Background: an optimization exercise with open tools, aiming at small area, a short achievable clock period and few clock cycles per item. Do not read the settings as production practice. Where RTL was checked, it was by simulation tests only, not by an equivalence proof against the original. Power and IR drop assume default switching activity.

==> inputs of v35 <==
## booth_multiplier
module booth_multiplier #(
  parameter MUL_WIDTH = 32
) (
  input                        clk,
  input                        rst_n,
  input                        start,
  input                        sign,
  input      [  MUL_WIDTH-1:0] data_in1,
  input      [  MUL_WIDTH-1:0] data_in2,
  output     [2*MUL_WIDTH-1:0] data_out,
  output reg                   ready
);
clock: 5.0 ns
lec_check: 0
cap_margin: 20
core_margin: 2
core_utilization: 55
gpl_timing_driven: 0
setup_slack_margin: 0.6
slew_margin: 20
standard.sh (not shown) runs the stock make flow with config.mk's settings and CLKGATE_MAP_FILE= SYNTH_SCRIPT=/design/flow/synth_recipe.tcl, a recipe that flattens the netlist after the stock synthesis.
==> flow/flow/run.sh <==
#!/bin/bash
# Own layout flow: the standard layout (standard.sh) with two changes.
#  1. Synthesis: Yosys's synth is also given -noabc, which drops the generic
#     "abc -fast" pass that runs before ORFS's full-adder extraction, so
#     extract_fa sees the design's full adders as written and maps them
#     without polarity inverters around the adder cells.  fsm and share are
#     still skipped, the design is flattened and renamed the same way, and ABC
#     still maps the remaining logic after adder extraction.
#  2. Port buffers: every input and output port still gets a buffer, but a
#     plain sky130_fd_sc_hd__buf_2 instead of the slow clkdlybuf4s50_1 that
#     buffer_ports picks by default.
# Each tool's output goes to flow.log here and to ORFS's own logs under orfs/logs.
set -euo pipefail
sed 's/yosys synth -nofsm -noshare /yosys synth -nofsm -noshare -noabc /' synth_recipe.tcl > own_synth.tcl
grep -q -- '-noabc' own_synth.tcl
sed -e 's#synth_recipe\.tcl#own_synth.tcl#g' \
    -e "s#CLKGATE_MAP_FILE= #CLKGATE_MAP_FILE= 'BUFFER_PORTS_ARGS=-buffer_cell sky130_fd_sc_hd__buf_2' #" \
    standard.sh > own_standard.sh
grep -q 'own_synth\.tcl' own_standard.sh
grep -q 'BUFFER_PORTS_ARGS' own_standard.sh
bash own_standard.sh > flow.log 2>&1
==> inputs of v8, as changes to v35 <==
--- a/flow/design.v
+++ b/flow/design.v
@@ -13,14 +13,15 @@
   reg  [32:0] a_r;          
   reg  [49:0] r0, r1;     
   reg  [17:0] lo_r;         
   wire [32:0] a_in = {sign & data_in1[31], data_in1};
   wire [33:0] b_in = {{2{sign & data_in2[31]}}, data_in2};
   wire go = ready & start & rst_n;    
-  reg         idle_a0, idle_r, idle_g;
+  reg         idle_a0, idle_a1, idle_r, idle_g;
   wire [32:0] am0 = idle_a0 ? a_in : a_r;
+  wire [32:0] am1 = idle_a1 ? a_in : a_r;
   wire [8:0] xp0, xp1, xp2, xb0, xb1, xb2;
   wire [8:0] neg, one, two;
   reg  [7:0] negb_r, oneb_r, twob_r;
   assign xp0[0] = 1'b0;
   assign xb0[0] = b_in[17];
   assign xp1[0] = b_in[0];
@@ -111,12 +112,14 @@
   wire [33:0] axi = {a_in[32], a_in};
   wire [33:0] axi1 = {a_in, 1'b0};
   wire [33:0] axr = {a_r[32], a_r};
   wire [33:0] axr1 = {a_r, 1'b0};
   wire [33:0] ax0 = {am0[32], am0};
   wire [33:0] ax1_0 = {am0, 1'b0};
+  wire [33:0] ax1 = {am1[32], am1};
+  wire [33:0] ax1_1 = {am1, 1'b0};
   wire [33:0] pp0;
   wire [33:0] pp1;
   wire [33:0] pp2;
   wire [33:0] pp3;
   wire [33:0] pp4;
   wire [33:0] pp5;
@@ -124,16 +127,16 @@
   wire [33:0] pp7;
   wire [33:0] pp8;
   assign pp0 = (({34{one[0]}} & ax0) | ({34{two[0]}} & ax1_0)) ^ {34{neg[0]}};
   assign pp1 = (({34{one[1]}} & ax0) | ({34{two[1]}} & ax1_0)) ^ {34{neg[1]}};
   assign pp2 = (({34{one[2]}} & ax0) | ({34{two[2]}} & ax1_0)) ^ {34{neg[2]}};
   assign pp3 = (({34{one[3]}} & ax0) | ({34{two[3]}} & ax1_0)) ^ {34{neg[3]}};
-  assign pp4 = (({34{one[4]}} & ax0) | ({34{two[4]}} & ax1_0)) ^ {34{neg[4]}};
-  assign pp5 = (({34{one[5]}} & ax0) | ({34{two[5]}} & ax1_0)) ^ {34{neg[5]}};
-  assign pp6 = (({34{one[6]}} & ax0) | ({34{two[6]}} & ax1_0)) ^ {34{neg[6]}};
-  assign pp7 = (({34{one[7]}} & ax0) | ({34{two[7]}} & ax1_0)) ^ {34{neg[7]}};
+  assign pp4 = (({34{one[4]}} & ax1) | ({34{two[4]}} & ax1_1)) ^ {34{neg[4]}};
+  assign pp5 = (({34{one[5]}} & ax1) | ({34{two[5]}} & ax1_1)) ^ {34{neg[5]}};
+  assign pp6 = (({34{one[6]}} & ax1) | ({34{two[6]}} & ax1_1)) ^ {34{neg[6]}};
+  assign pp7 = (({34{one[7]}} & ax1) | ({34{two[7]}} & ax1_1)) ^ {34{neg[7]}};
   assign pp8 = (({34{one[8]}} & axi) | ({34{two[8]}} & axi1)) ^ {34{neg[8]}};
   wire [31:0] acc0 = r0[49:18] & {32{~idle_g}};
   wire [31:0] acc1 = r1[49:18] & {32{~idle_g}};
   wire [18:0] lo_sum = {1'd0, r0[17:0]} + {1'd0, r1[17:0]};
   wire [0:0] lo_cy = lo_sum[18:18] & {1{~idle_g}};
   wire [63:0] t0, t1;
@@ -1612,10 +1615,11 @@
     if (!ready || start) begin
       r0 <= t0[49:0];
       r1 <= t1[49:0];
     end
     ready <= ~go;
     idle_a0 <= ~(rst_n & idle_a0 & start);
+    idle_a1 <= ~(rst_n & idle_a1 & start);
     idle_r <= ~(rst_n & idle_r & start);
     idle_g <= ~(rst_n & idle_g & start);
   end
 endmodule
--- a/flow/config.mk
+++ b/flow/config.mk
@@ -5,9 +5,8 @@
 export SDC_FILE = /design/flow/constraint.sdc
 export NUM_CORES = 4
 export LEC_CHECK = 0
 export CAP_MARGIN = 20
 export CORE_MARGIN = 2
 export CORE_UTILIZATION = 55
-export GPL_TIMING_DRIVEN = 0
 export SETUP_SLACK_MARGIN = 0.6
 export SLEW_MARGIN = 20
==> comparison <==
- Between v35 and v8, the lower worst hold slack is in v8 (gap 210 ps).
- v8 ran to the end with no violations. v35 completed with no timing, DRC or antenna violations.
- In v8 the power is smaller than in v35, by 4.2%.
- Of v35 and v8, v35 has the higher core utilization (gap 4.2 points).
- In v35 the cell area is larger than in v8, by 5.4%.
- Between v35 and v8, the lower final cell count is in v8 (gap 4.4%, measured against v8).
- Between v8 and v35, the lower sequential share of layout area is in v35 (gap 1.1 points).
==> figures <==
Drt initial violations: v35 2,166; v8 1,499
Count of flip-flops and latches: v35 177; v8 178
Post-synthesis mux area share: v35 0.0228; v8 0.0398
Post-synthesis adder-cell area fraction: v35 0.333; v8 0.326
Width of the die: v35 198 um; v8 200 um
Tightest hold margin: v35 631 ps; v8 420 ps
Outcome: v35 no timing/DRC/antenna violations; v8 no timing/DRC/antenna violations
Largest incremental delay on the critical path: v35 430 ps; v8 410 ps
Setup Buffers After CTS: v35 24; v8 1
Highest net fanout along the worst path: v35 3; v8 6
Launching element of the worst setup path: v35 r1[0]; v8 r0[12]
Area occupied by multi-input gates: v35 0.0162 mm^2; v8 0.0160 mm^2
Power per standard cell area: v35 792 mW/mm^2; v8 800 mW/mm^2
Testbench counts of v35, summed over its fixed seeds: cycles 6,408, items 3,200.
Function not checked in v8: the RTL went through the layout flow alone.

## afterwards: timing with drivers on the ports
No port has a modelled driver above. Below, the same layouts with a new extraction and two added sets of constraints. Step 1, drivers: a clkbuf_16 drives clk and a buf_2 each remaining input, both assumed. Step 2 times the ports against the registers' clock, not the clock port: input delays grow and output delays shrink by t, the midpoint of the rising clock arrivals with the driver on. a / b / c = no drivers / after step 1 / after step 2; a / b = the first two.
run | t (ns) | setup WS [ns] | worst data-port slew with drivers (ns)
v35 | 0.538 | 0.589 / 0.529 / 0.094 | 0.05
v8 | 0.518 | 0.667 / 0.610 / 0.201 | 0.08
After both steps setup and hold are still met in every run listed. For v35, which loses most, drivers alone change the setup slack by -0.060 ns; drivers and shift together by -0.495 ns.
